Source: an optimization exercise on an open RTL-to-GDS flow (aim: small area). Production flows keep margins and buffers that such runs may drop.
Only simulation tests tie the RTL to the original design; equivalence was not proved.
Power and IR drop assume default switching activity.

[flow/config.mk]
export PLATFORM = sky130hd
export DESIGN_NAME = uart_top
export DESIGN_NICKNAME = uart_top
export VERILOG_FILES = /design/flow/design.v
export SDC_FILE = /design/flow/constraint.sdc
export NUM_CORES = 4
export LEC_CHECK = 0
export CAP_MARGIN = 20
export CORE_MARGIN = 2
export CORE_UTILIZATION = 40
export SLEW_MARGIN = 20
[flow/constraint.sdc]
create_clock -name core_clock -period 10.0 [get_ports {clk}]
set_input_delay 2.0000 -clock core_clock [delete_from_list [all_inputs] [get_ports {clk}]]
set_output_delay 2.0000 -clock core_clock [all_outputs]
set_load 0.01 [all_outputs]
[flow/design.v]
module baud (
    input  wire        clk,           
    input  wire        rst,           
    input  wire [11:0] baud_freq_i,   
    input  wire [15:0] baud_limit_i,
    output reg         ce16_o         
);
    reg [15:0] cnt;
    always @ ( posedge clk ) begin
        if ( rst ) begin
            cnt <= 16'b0;
        end
        else if ( cnt >= baud_limit_i ) begin
            cnt <= cnt - baud_limit_i;
        end
        else begin
            cnt <= cnt + baud_freq_i;
        end
    end
    always @ ( posedge clk ) begin
        if ( rst ) begin
            ce16_o <= 1'b0;
        end
        else if ( cnt >= baud_limit_i ) begin
            ce16_o <= 1'b1;
        end
        else begin
            ce16_o <= 1'b0;
        end
    end
endmodule
module rx (
    input  wire       clk,      
    input  wire       rst,      
    input  wire       ce16_i,   
    input  wire       rx_i,     
    output reg  [7:0] data_o,   
    output reg        next_o    
);
    reg [3:0] cnt;
    reg [1:0] sync;
    reg       rx_busy;
    reg [3:0] bit_cnt;
    reg [7:0] data_buf;
    wire ce1     = (cnt == 4'b1111) & ce16_i;
    wire ce1_mid = (cnt == 4'b0111) & ce16_i;
    always @( posedge clk ) begin
        if ( rst ) begin
            sync <= 2'b11;
        end
        else begin
            sync <= {sync[0], rx_i};
        end
    end
    always @( posedge clk ) begin
        if ( rst ) begin
            cnt <= 4'b0;
        end
        else if ( ce16_i ) begin
            if ( rx_busy | (sync[1] == 1'b0) ) begin
                cnt <= cnt + 4'b1;
            end
            else begin
                cnt <= 4'b0;
            end
        end
    end
    always @ ( posedge clk ) begin
        if ( rst ) begin
            rx_busy <= 1'b0;
        end
        else if ( ~rx_busy & ce1_mid ) begin
            rx_busy <= 1'b1;
        end
        else if ( rx_busy & (bit_cnt == 4'h8) & ce1_mid ) begin
            rx_busy <= 1'b0;
        end
    end
    always @ ( posedge clk ) begin
        if ( rst ) begin
            bit_cnt <= 4'h0;
        end
        else if ( ~rx_busy ) begin
            bit_cnt <= 4'h0;
        end
        else if ( rx_busy & ce1_mid ) begin
            bit_cnt <= bit_cnt + 4'h1;
        end
    end
    always @ ( posedge clk ) begin
        if ( rst ) begin
            data_buf <= 8'h0;
        end
        else if ( rx_busy & ce1_mid ) begin
            data_buf <= {sync[1], data_buf[7:1]};
        end
    end
    always @ ( posedge clk ) begin
        if ( rst ) begin
            data_o <= 8'h0;
            next_o <= 1'b0;
        end
        else if ( rx_busy & (bit_cnt == 4'h8) & ce1 ) begin
            data_o <= data_buf;
            next_o <= 1'b1;
        end
        else begin
            next_o <= 1'b0;
        end
    end
endmodule
module tx (
    input  wire       clk,       
    input  wire       rst,       
    input  wire       ce16_i,    
    input  wire [7:0] data_i,    
    input  wire       next_i,    
    output reg        tx_o,      
    output reg        tx_busy_o  
);
    reg [3:0] cnt;
    reg [3:0] bit_cnt;
    reg [8:0] data_buf;
    wire ce1 = (cnt == 4'b1111) & ce16_i;
    always @ ( posedge clk ) begin
        if ( rst ) begin
            cnt <= 4'b0;
        end
        else if ( tx_busy_o & ce16_i ) begin
            cnt <= cnt + 4'b1;
        end
        else if ( ~tx_busy_o ) begin
            cnt <= 4'b0;
        end
    end
    always @ ( posedge clk ) begin
        if ( rst ) begin
            tx_busy_o <= 1'b0;
        end
        else if ( ~tx_busy_o & next_i ) begin
            tx_busy_o <= 1'b1;
        end
        else if ( tx_busy_o & (bit_cnt == 4'h9) & ce1 ) begin
            tx_busy_o <= 1'b0;
        end
    end
    always @ ( posedge clk ) begin
        if ( rst ) begin
            bit_cnt <= 4'h0;
        end
        else if ( tx_busy_o & ce1 ) begin
            bit_cnt <= bit_cnt + 4'h1;
        end
        else if ( ~tx_busy_o ) begin
            bit_cnt <= 4'h0;
        end
    end
    always @ ( posedge clk ) begin
        if ( rst ) begin
            data_buf <= 9'b0;
        end
        else if ( ~tx_busy_o ) begin
            data_buf <= {data_i, 1'b0};
        end
        else if ( tx_busy_o & ce1 ) begin
            data_buf <= {1'b1, data_buf[8:1]};
        end
    end
    always @ ( posedge clk ) begin
        if ( rst ) begin
            tx_o <= 1'b1;
        end
        else if ( tx_busy_o ) begin
            tx_o <= data_buf[0];
        end
        else begin
            tx_o <= 1'b1;
        end
    end
endmodule
module uart_core (
    input  wire        clk,            
    input  wire        rst,            
    input  wire        rx_i,           
    output wire        tx_o,           
    input  wire [ 7:0] data2tx_i,      
    input  wire        next2tx_i,      
    output wire        tx_busy_o,      
    output wire [ 7:0] rx2data_o,      
    output wire        rx2next_o,      
    input  wire [11:0] baud_freq_i,   
    input  wire [15:0] baud_limit_i,
    output wire        baud_clk
);
    wire ce16;
    assign baud_clk = ce16;
    baud core_baud (
        .clk            ( clk          ),
        .rst            ( rst          ),
        .baud_freq_i    ( baud_freq_i  ),
        .baud_limit_i   ( baud_limit_i ),
        .ce16_o         ( ce16         )
    );
    rx core_rx (
        .clk            ( clk       ),
        .rst            ( rst       ),
        .ce16_i         ( ce16      ),
        .rx_i           ( rx_i      ),
        .data_o         ( rx2data_o ),
        .next_o         ( rx2next_o )
    );
    tx core_tx (
        .clk            ( clk       ),
        .rst            ( rst       ),
        .ce16_i         ( ce16      ),
        .data_i         ( data2tx_i ),
        .next_i         ( next2tx_i ),
        .tx_o           ( tx_o      ),
        .tx_busy_o      ( tx_busy_o )
    );
endmodule
module parser (
    input  wire       clk,          
    input  wire       rst,          
    output reg  [7:0] data2tx_o,    
    output reg        next2tx_o,    
    input  wire       tx_busy_i,    
    input  wire [7:0] rx2data_i,    
    input  wire       rx2next_i,    
    output reg  [7:0] addr_o,       
    output reg  [7:0] wdata_o,      
    output reg        wen_o,        
    output reg        ren_o,        
    input  wire [7:0] rdata_i,      
    output wire       req_o,        
    input  wire       gnt_i         
);
    reg write_req;
    reg read_req;
    reg [ 3:0] main_sm;             
    reg        read_op;             
    reg        write_op;            
    reg        data_in_hex_range;   
    reg [ 7:0] data_param;          
    reg [15:0] addr_param;          
    reg [ 3:0] data_nibble;         
    reg        read_done;           
    reg        read_done_s;         
    reg [ 7:0] read_data_s;         
    reg [ 3:0] tx_nibble;           
    reg [ 7:0] tx_char;             
    reg [ 2:0] tx_sm;               
    reg        s_tx_busy;           
    reg        bin_read_op;         
    reg        bin_write_op;        
    reg        addr_auto_inc;       
    reg        send_stat_flag;      
    reg [ 7:0] bin_byte_count;      
    wire       bin_last_byte;       
    wire       tx_end_p;            
    always @( posedge clk ) begin
        if ( rst ) begin
            main_sm <= 4'b0000;
        end
        else if ( rx2next_i ) begin
            case ( main_sm )
                4'b0000: begin
                    if ( rx2data_i == 8'h0 ) begin
                        main_sm <= 4'b1000;
                    end
                    else if ( (rx2data_i == 8'h72) | (rx2data_i == 8'h52) ) begin
                        main_sm <= 4'b0011;
                    end
                    else if ( (rx2data_i == 8'h77) | (rx2data_i == 8'h57) ) begin
                        main_sm <= 4'b0001;
                    end
                    else if ( (rx2data_i == 8'h0d) | (rx2data_i == 8'h0a) ) begin
                        main_sm <= 4'b0000;
                    end
                    else begin
                        main_sm <= 4'b0101;
                    end
                end
                4'b0001: begin
                    if ( (rx2data_i == 8'h20) | (rx2data_i == 8'h09) ) begin
                        main_sm <= 4'b0001;
                    end
                    else if ( data_in_hex_range ) begin
                        main_sm <= 4'b0010;
                    end
                    else if ( (rx2data_i == 8'h0d) | (rx2data_i == 8'h0a) ) begin
                        main_sm <= 4'b0000;
                    end
                    else begin
                        main_sm <= 4'b0101;
                    end
                end
                4'b0010: begin
                    if ( data_in_hex_range ) begin
                        main_sm <= 4'b0010;
                    end
                    else if ( (rx2data_i == 8'h20) | (rx2data_i == 8'h09) ) begin
                        main_sm <= 4'b0011;
                    end
                    else if ( (rx2data_i == 8'h0d) | (rx2data_i == 8'h0a) ) begin
                        main_sm <= 4'b0000;
                    end
                    else begin
                        main_sm <= 4'b0101;
                    end
                end
                4'b0011: begin
                    if ( (rx2data_i == 8'h20) | (rx2data_i == 8'h09) ) begin
                        main_sm <= 4'b0011;
                    end
                    else if ( data_in_hex_range ) begin
                        main_sm <= 4'b0100;
                    end
                    else if ( (rx2data_i == 8'h0d) | (rx2data_i == 8'h0a) ) begin
                        main_sm <= 4'b0000;
                    end
                    else begin
                        main_sm <= 4'b0101;
                    end
                end
                4'b0100: begin
                    if ( data_in_hex_range ) begin
                        main_sm <= 4'b0100;
                    end
                    else if ( (rx2data_i == 8'h0d) | (rx2data_i == 8'h0a) ) begin
                        main_sm <= 4'b0000;
                    end
                    else begin
                        main_sm <= 4'b0101;
                    end
                end
                4'b0101: begin
                    if ( (rx2data_i == 8'h0d) | (rx2data_i == 8'h0a) ) begin
                        main_sm <= 4'b0000;
                    end
                end
                4'b1000: begin
                    if ( rx2data_i[5:4] == 2'b00 ) begin
                        main_sm <= 4'b0000;
                    end
                    else begin
                        main_sm <= 4'b1001;
                    end
                end
                4'b1001: begin
                    main_sm <= 4'b1010;
                end
                4'b1010: begin
                    main_sm <= 4'b1011;
                end
                4'b1011: begin
                    if ( bin_write_op ) begin
                        main_sm <= 4'b1100;
                    end
                    else begin
                        main_sm <= 4'b0000;
                    end
                end
                4'b1100: begin
                    if ( bin_last_byte ) begin
                        main_sm <= 4'b0000;
                    end
                end
                default: begin
                    main_sm <= 4'b0000;
                end
            endcase
        end
    end
    always @(rx2data_i) begin
        if (( (rx2data_i >= 8'h30   ) && (rx2data_i <= 8'h39   ) ) ||
            ( (rx2data_i >= 8'h41) && (rx2data_i <= 8'h46) ) ||
            ( (rx2data_i >= 8'h61) && (rx2data_i <= 8'h66) )) begin
            data_in_hex_range <= 1'b1;
        end
        else begin
            data_in_hex_range <= 1'b0;
        end
    end
    always @( posedge clk ) begin
        if ( rst ) begin
            read_op <= 1'b0;
        end
        else if ( (main_sm == 4'b0000) && rx2next_i ) begin
            if ( (rx2data_i == 8'h72) | (rx2data_i == 8'h52) ) begin
                read_op <= 1'b1;
            end
            else begin
                read_op <= 1'b0;
            end
        end
    end
    always @( posedge clk ) begin
        if ( rst ) begin
            write_op <= 1'b0;
        end
        else if ( (main_sm == 4'b0000) & rx2next_i ) begin
            if ( (rx2data_i == 8'h77) | (rx2data_i == 8'h57) ) begin
                write_op <= 1'b1;
            end
            else begin
                write_op <= 1'b0;
            end
        end
    end
    always @( posedge clk ) begin
        if ( rst) begin
            bin_read_op <= 1'b0;
        end
        else if ( (main_sm == 4'b1000) && rx2next_i && (rx2data_i[5:4] == 2'b01) ) begin
            bin_read_op <= 1'b1;
        end
        else if ( bin_read_op && tx_end_p && bin_last_byte ) begin
            bin_read_op <= 1'b0;
        end
    end
    always @( posedge clk ) begin
        if ( rst ) begin
            bin_write_op <= 1'b0;
        end
        else if ( (main_sm == 4'b1000) && rx2next_i && (rx2data_i[5:4] == 2'b10) ) begin
            bin_write_op <= 1'b1;
        end
        else if ( (main_sm == 4'b1100) && rx2next_i && bin_last_byte ) begin
            bin_write_op <= 1'b0;
        end
    end
    always @( posedge clk ) begin
        if ( rst ) begin
            send_stat_flag <= 1'b0;
        end
        else if ( (main_sm == 4'b1000) && rx2next_i ) begin
            if ( rx2data_i[0] == 1'b1 ) begin
                send_stat_flag <= 1'b1;
            end
            else begin
                send_stat_flag <= 1'b0;
            end
        end
    end
    always @( posedge clk ) begin
        if ( rst ) begin
            addr_auto_inc <= 1'b0;
        end
        else if ( (main_sm == 4'b1000) && rx2next_i ) begin
            if ( rx2data_i[1] == 1'b0 ) begin
                addr_auto_inc <= 1'b1;
            end
            else begin
                addr_auto_inc <= 1'b0;
            end
        end
    end
    always @( posedge clk ) begin
        if ( rst ) begin
            data_param <= 8'h0;
        end
        else if ( (main_sm == 4'b0001) & rx2next_i & data_in_hex_range ) begin
            data_param <= {4'h0, data_nibble};
        end
        else if ( (main_sm == 4'b0010) & rx2next_i & data_in_hex_range ) begin
            data_param <= {data_param[3:0], data_nibble};
        end
    end
    always @( posedge clk ) begin
        if ( rst ) begin
            addr_param <= 0;
        end
        else if ( (main_sm == 4'b0011) & rx2next_i & data_in_hex_range ) begin
            addr_param <= {12'b0, data_nibble};
        end
        else if ( (main_sm == 4'b0100) & rx2next_i & data_in_hex_range ) begin
            addr_param <= {addr_param[11:0], data_nibble};
        end
        else if ( main_sm == 4'b1001 ) begin
            addr_param[15:8] <= rx2data_i;
        end
        else if ( main_sm == 4'b1010 ) begin
            addr_param[7:0] <= rx2data_i;
        end
    end
    always @( posedge clk ) begin
        if ( rst ) begin
            bin_byte_count <= 8'b0;
        end
        else if ( (main_sm == 4'b1011) && rx2next_i ) begin
            bin_byte_count <= rx2data_i;
        end
        else if (( bin_write_op && (main_sm == 4'b1100) && rx2next_i ) ||
                 ( bin_read_op && tx_end_p )) begin
            bin_byte_count <= bin_byte_count - 1;
        end
    end
    assign bin_last_byte = (bin_byte_count == 8'h01) ? 1'b1 : 1'b0;
    always @( posedge clk ) begin
        if ( rst ) begin
            write_req <= 1'b0;
            wen_o <= 1'b0;
            wdata_o <= 0;
        end
        else if ( write_op && (main_sm == 4'b0100) && rx2next_i && !data_in_hex_range ) begin
            write_req <= 1'b1;
            wdata_o <= data_param;
        end
        else if ( bin_write_op && (main_sm == 4'b1100) && rx2next_i ) begin
            write_req <= 1'b1;
            wdata_o <= rx2data_i;
        end
        else if ( gnt_i && write_req ) begin
            wen_o <= 1'b1;
            write_req <= 1'b0;
        end
        else begin
            wen_o <= 1'b0;
        end
    end
    always @( posedge clk ) begin
        if ( rst ) begin
            ren_o <= 1'b0;
            read_req <= 1'b0;
        end
        else if ( read_op && (main_sm == 4'b0100) && rx2next_i && !data_in_hex_range ) begin
            read_req <= 1'b1;
        end
        else if ( bin_read_op && (main_sm == 4'b1011) && rx2next_i ) begin
            read_req <= 1'b1;
        end
        else if ( bin_read_op && tx_end_p && !bin_last_byte ) begin
            read_req <= 1'b1;
        end
        else if ( gnt_i && read_req ) begin
            ren_o <= 1'b1;
            read_req <= 1'b0;
        end
        else begin
            ren_o <= 1'b0;
        end
    end
    assign req_o = write_req | read_req;
    always @( posedge clk ) begin
        if ( rst ) begin
            addr_o <= 0;
        end
        else if ( (main_sm == 4'b0100) && rx2next_i && !data_in_hex_range ) begin
            addr_o <= addr_param[7:0];
        end
        else if ( (main_sm == 4'b1011) && rx2next_i ) begin
            addr_o <= addr_param[7:0];
        end
        else if ( addr_auto_inc &&
                 (( bin_read_op && tx_end_p && !bin_last_byte ) ||
                  ( bin_write_op && wen_o ))) begin
            addr_o <= addr_o + 1;
        end
    end
    always @( posedge clk ) begin
        if ( rst ) begin
            read_done <= 1'b0;
            read_done_s <= 1'b0;
            read_data_s <= 8'h0;
        end
        else begin
            if ( ren_o ) begin
                read_done <= 1'b1;
            end
            else begin
                read_done <= 1'b0;
            end
            read_done_s <= read_done;
            if ( read_done ) begin
                read_data_s <= rdata_i;
            end
        end
    end
    always @( posedge clk ) begin
        if ( rst ) begin
            tx_sm <= 3'b000;
            data2tx_o <= 8'h0;
            next2tx_o <= 1'b0;
        end
        else
            case ( tx_sm )
                3'b000: begin
                    if ( read_done_s ) begin
                        if ( bin_read_op ) begin
                            data2tx_o <= read_data_s;
                            next2tx_o <= 1'b1;
                        end
                        else begin
                            tx_sm <= 3'b001;
                            data2tx_o <= tx_char;
                            next2tx_o <= 1'b1;
                        end
                    end
                    else if (( send_stat_flag && bin_read_op && tx_end_p && bin_last_byte ) ||     
                             ( send_stat_flag && bin_write_op && rx2next_i && bin_last_byte ) ||     
                             ( (main_sm == 4'b1000) && rx2next_i && (rx2data_i[5:4] == 2'b00) ))     
                        begin
                        data2tx_o <= 8'h5a;
                        next2tx_o <= 1'b1;
                    end
                    else begin
                        next2tx_o <= 1'b0;
                    end
                end
                3'b001: begin
                    if ( tx_end_p ) begin
                        tx_sm <= 3'b100;
                        data2tx_o <= tx_char;
                        next2tx_o <= 1'b1;
                    end
                    else begin
                        next2tx_o <= 1'b0;
                    end
                end
                3'b100: begin
                    if ( tx_end_p ) begin
                        tx_sm <= 3'b101;
                        data2tx_o <= 8'h0d;
                        next2tx_o <= 1'b1;
                    end
                    else begin
                        next2tx_o <= 1'b0;
                    end
                end
                3'b101: begin
                    if ( tx_end_p ) begin
                        tx_sm <= 3'b110;
                        data2tx_o <= 8'h0a;
                        next2tx_o <= 1'b1;
                    end
                    else begin
                        next2tx_o <= 1'b0;
                    end
                end
                3'b110: begin
                    if ( tx_end_p ) begin
                        tx_sm <= 3'b000;
                    end
                    next2tx_o <= 1'b0;
                end
                default: begin
                    tx_sm <= 3'b000;
                end
            endcase
    end
    always @( tx_sm or read_data_s ) begin
        case ( tx_sm )
            3'b000:    tx_nibble = read_data_s[7:4];
            3'b001:  tx_nibble = read_data_s[3:0];
            default:     tx_nibble = read_data_s[7:4];
        endcase
    end
    always @( posedge clk ) begin
        if ( rst ) begin
            s_tx_busy <= 1'b0;
        end
        else begin
            s_tx_busy <= tx_busy_i;
        end
    end
    assign tx_end_p = ~tx_busy_i & s_tx_busy;
    always @( rx2data_i ) begin
        case ( rx2data_i )
            8'h30:                 data_nibble = 4'h0;
            8'h31:                 data_nibble = 4'h1;
            8'h32:                 data_nibble = 4'h2;
            8'h33:                 data_nibble = 4'h3;
            8'h34:                 data_nibble = 4'h4;
            8'h35:                 data_nibble = 4'h5;
            8'h36:                 data_nibble = 4'h6;
            8'h37:                 data_nibble = 4'h7;
            8'h38:                 data_nibble = 4'h8;
            8'h39:                 data_nibble = 4'h9;
            8'h41, 8'h61:  data_nibble = 4'ha;
            8'h42, 8'h62:  data_nibble = 4'hb;
            8'h43, 8'h63:  data_nibble = 4'hc;
            8'h44, 8'h64:  data_nibble = 4'hd;
            8'h45, 8'h65:  data_nibble = 4'he;
            8'h46, 8'h66:  data_nibble = 4'hf;
            default:                 data_nibble = 4'hf;
        endcase
    end
    always @(tx_nibble) begin
        case ( tx_nibble )
            4'h0:    tx_char = 8'h30;
            4'h1:    tx_char = 8'h31;
            4'h2:    tx_char = 8'h32;
            4'h3:    tx_char = 8'h33;
            4'h4:    tx_char = 8'h34;
            4'h5:    tx_char = 8'h35;
            4'h6:    tx_char = 8'h36;
            4'h7:    tx_char = 8'h37;
            4'h8:    tx_char = 8'h38;
            4'h9:    tx_char = 8'h39;
            4'ha:    tx_char = 8'h41;
            4'hb:    tx_char = 8'h42;
            4'hc:    tx_char = 8'h43;
            4'hd:    tx_char = 8'h44;
            4'he:    tx_char = 8'h45;
            default: tx_char = 8'h46;
        endcase
    end
endmodule
module uart_top (
    input  wire          clk,        
    input  wire          rst,        
    input  wire          rx,         
    output wire          tx,         
    output wire [ 7:0]   addr_o,     
    output wire          wen_o,      
    output wire [ 7:0]   wdata_o,    
    output wire          ren_o,      
    input  wire [ 7:0]   rdata_i,    
    output wire          req_o,      
    input  wire          gnt_i       
);
    wire [ 7:0] data2tx;         
    wire        next2tx;     
    wire        tx_busy;         
    wire [ 7:0] rx2data;         
    wire        rx2next;     
    wire [11:0] baud_freq;
    wire [15:0] baud_limit;
    wire        baud_clk;
    uart_core top_core (
        .clk            ( clk           ),
        .rst            ( rst           ),
        .rx_i           ( rx            ),
        .tx_o           ( tx            ),
        .data2tx_i      ( data2tx       ),
        .next2tx_i      ( next2tx       ),
        .tx_busy_o      ( tx_busy       ),
        .rx2data_o      ( rx2data       ),
        .rx2next_o      ( rx2next       ),
        .baud_freq_i    ( 12'd144  ),
        .baud_limit_i   ( 16'd2981 ),
        .baud_clk       ( baud_clk      )
    );
    parser top_parser (
        .clk          ( clk       ),
        .rst          ( rst       ),
        .data2tx_o    ( data2tx   ),
        .next2tx_o    ( next2tx   ),
        .tx_busy_i    ( tx_busy   ),
        .rx2data_i    ( rx2data   ),
        .rx2next_i    ( rx2next   ),
        .addr_o       ( addr_o    ),
        .wdata_o      ( wdata_o   ),
        .wen_o        ( wen_o     ),
        .rdata_i      ( rdata_i   ),
        .ren_o        ( ren_o     ),
        .req_o        ( req_o     ),
        .gnt_i        ( gnt_i     )
    );
endmodule
[flow/run.sh]
#!/bin/bash
# synth_recipe.tcl (not shown) runs the flow's synth.tcl, then flattens the netlist and writes it again
# the make line also repeats each setting of config.mk as NAME=value (left out here)
make -C /OpenROAD-flow-scripts/flow DESIGN_CONFIG=/design/flow/config.mk WORK_HOME=/design/flow/orfs CLKGATE_MAP_FILE= SYNTH_SCRIPT=/design/flow/synth_recipe.tcl finish
==> summary.txt <==
-- path summary, 6_finish.rpt --
kind	start	to	slack [ns]	depth (start not counted)
max	top_parser.read_req	req_o	6.50	2
min	top_core.core_rx.sync[0]	top_core.core_rx.sync[1]	0.41	1
max reg2reg	top_core.core_rx.data_o[5]	top_parser.data_param[4]	6.93	6
min reg2reg	top_core.core_rx.sync[0]	top_core.core_rx.sync[1]	0.41	1
-- layer usage --
| layer | wire length [um] | up-vias |
|---|---|---|
| li1 | - | 3141 |
| met1 | 8530 | 2899 |
| met2 | 7180 | 136 |
| met3 | 669 | 24 |
| met4 | 280 | 0 |
| met5 | 0 | - |
-- critical path: stages (launching register included) --
cell             delay, ns
dfxtp_1               0.32
or2_2                 0.28
clkdlybuf4s50_1       0.47
-- power by group --
group | internal, mW | total (mW) | switching, mW
combinational | 0.110 | 0.231 | 0.121
sequential | 0.599 | 0.646 | 0.0470
clock | 0.355 | 0.607 | 0.252
-- placed cells by master (no fill, tap or decap), types with 7 or more instances in the layout --
cell / instances
ha_1: 15
nor3_1: 25
or3_1: 7
nor4_1: 9
o21ai_0: 24
clkbuf_16: 17
nand4_1: 8
xnor2_1: 17
clkdlybuf4s50_1: 30
dfxtp_1: 141
inv_1: 23
nor2_1: 128
nand3b_1: 10
or2_2: 8
a311oi_1: 12
a211oi_1: 35
nor2b_1: 12
a21oi_1: 47
nand2b_1: 11
xor2_1: 22
mux2i_1: 34
nand3_1: 31
nand2_1: 86
-- cell families (layout without fill, tap and decap cells) --
kind of cell	count (synthesis)	count (layout)
buf+inv	78	88
fa+ha+maj	15	15
flops	141	141
compound gates	190	190
mux	37	37
simple gates	378	378
xor+xnor	39	39
-- state kept, by name, indices dropped and copies added, names as in the netlist, 8 cells and up --
register,count
top_core.core_rx.data_buf,8
top_parser.data2tx_o,8
top_core.core_tx.data_buf,9
top_parser.data_param,8
top_core.core_rx.data_o,8
top_parser.read_data_s,8
top_parser.wdata_o,8
top_parser.addr_param,8
top_core.core_baud.cnt,16
top_parser.addr_o,8
top_parser.bin_byte_count,8
-- layout make-up --
type | count | area [um2] | area share
inverters | 24 | 90.1 | 0.0110
clock inverters | 13 | 118 | 0.0143
flip-flops and latches | 141 | 2820 | 0.343
multi-input cells | 659 | 4130 | 0.503
well taps | 229 | 287 | 0.0349
clock buffers | 19 | 453 | 0.0551
repair buffers | 32 | 315 | 0.0384
==> metrics.md <==
| Metric | Value |
|---|---|
| CTS Sinks | `141` |
| I/O pins | `32` |
| Unique masters post-synth | `87` |
| Hold_ws | `0.408 ns` |
| Vias in the first global route | `5597` |
| FMAX | `285 MHz` |
| Largest net degree at the start of global routing | `92` |
| Startpoint Class | `flop` |
| Clk_skew | `0.00968 ns` |
| Synth cell count leaders | `dfxtp_1, nor2_1, nand2_1, a21oi_1, a211oi_1` |
| Xor and xnor fraction of the mapped netlist area | `0.0469` |
| Util after Layout | `0.459` |
| H-tree Lvls | `4` |
| Mapped Cells | `878` |
| Leak | `2.97 nW` |
| GR peak layer | `met2` |
| Arrival time worst endpoint | `1.50 ns` |
| Final ANT Viol Nets | `0` |
| Worst vdd ir | `0.000113 V` |
| Bufs on Longest Clock Path | `2` |
| YS warnings | `4` |
| HP Class | `reg2reg` |
| Crit end category | `output port` |
| Area leader, netlist | `dfxtp_1` |
| Share of the synthesized area in the top cell type | `0.388` |
| Sequential area share after synthesis | `0.388` |
| Vias | `6200` |
| CTS tree | `done` |
| Syn Nets | `905` |
| Post-synthesis simple-gate area fraction | `0.259` |
| Hold_buf cts | `0` |
| Die Y | `139 um` |
| Mean Syn Cell Area | `8.29 um2` |
| Initial antenna violation count | `0` |
| Design Power | `1.48 mW` |
| Clock Latency Late Sink | `0.43 ns` |
| Initial Util | `0.406` |
| FP Rows | `49` |
| Drt initial violations | `458` |
| GPL Wtd Cong | `0.815` |
| Drt total wl | `16.7 mm` |
| Worst-margin pin slew | `1.03 ns` |
| Grt ovf | `0` |
| RSZ-0062 raised after global routing | `false` |
| Number of synthesized flops with an enable pin | `0` |
| Fin. max-slew vios | `0` |
| Setup Slack @ Placement | `6.31 ns` |
| Num CTS Buffers | `17` |
| WS Path Type | `reg2out` |
| Postcts setup bufs | `0` |
| Nets | `902` |
| First-pass GRT wire length | `28.2 mm` |
| Grt met1 use | `0.253` |
| Adder-Cell Fraction of Synth Area | `0.0258` |
| Buffers added on ports | `31` |
| Final TNS setup | `0 ns` |
| Worst-path clk slew | `0.06 ns` |
| Global-route met3 utilization | `0.0373` |
| Die Wd | `139 um` |
| Die ar. | `0.0193 mm2` |
| Placed inst area | `0.00765 mm2` |
| Post-route minimum period | `3.50 ns` |
| Outcome | `finished clean` |
| Ranking of synthesized cells by area | `dfxtp_1, nor2_1, mux2i_1` |
| Drt wl/cell | `14.9 um` |
| Detailed-route DRC error count | `0` |
| Yosys reg bits | `141` |
| Placed wire-length estimate | `10.8 mm` |
| Cell with the most instances after synthesis | `dfxtp_1` |
| Final cell count without fillers | `1117` |
| Compound-Gate Fraction of Synth Area | `0.184` |
| Final period utilization | `0.350` |
| Post-synthesis mux area share | `0.0519` |
| Routed vias/inst | `5.55` |
| Post-route setup slack | `6.50 ns` |
| Cts repair resizes | `0` |
| Total GRT Usage | `0.175` |
| Placed Cells | `1085` |
| Dominant synthesized flop cell | `dfxtp_1` |
| Power per standard cell area | `180 mW/mm2` |
| Antenna fix cells | `0` |
| Share of cells above drive strength 1 | `0.0743` |
| Core area | `0.0179 mm2` |
| First-pass DRT Iterations | `7` |
| Combinational family with the most area after synthesis | `simple AND/OR/NAND/NOR gates` |
| CP max FO | `3` |
| Area growth syn-to-layout | `12.9%` |
| Layout fillers | `1781` |
| Clk root buf | `clkbuf_16` |
| Final hold vios | `0` |
| Post-route cell area | `0.00822 mm2` |
| Final setup fails | `0` |
| Synthesized area | `0.00728 mm2` |
| Slew Limit Headroom | `0.313` |
| Required @ worst endpoint | `8.00 ns` |
| Synth async-reset ratio | `0` |
| Max Cap Viol | `0` |
| Met2 Use GR | `0.260` |

==> separate check: timing with driven ports <==
How much do the figures lean on ideal ports? The routed layout below was timed once more, with nothing changed but the port constraints. Step 1 sets driving cells, clkbuf_16 on the clock port and buf_2 on the other inputs (assumed; they add their load-dependent delay and slew). Step 2 moves the port delays by t, midway between the first and last clock arrival at a register: inputs arrive t later, outputs are due t later. That takes back most of the time a late clock gives input paths. Three values: ideal ports, drivers, drivers and shift; two values: the first two.
t (ns): 0.467
setup slack, ns: 6.495 / 6.453 / 6.298
worst hold slack (ns): 0.408 / 0.408 / 0.408
slew at the worst register clock pin (ns): 0.06 / 0.06
After both steps setup and hold are still met in this run. For this run, drivers alone change the setup slack by -0.042 ns; drivers and shift together by -0.197 ns.
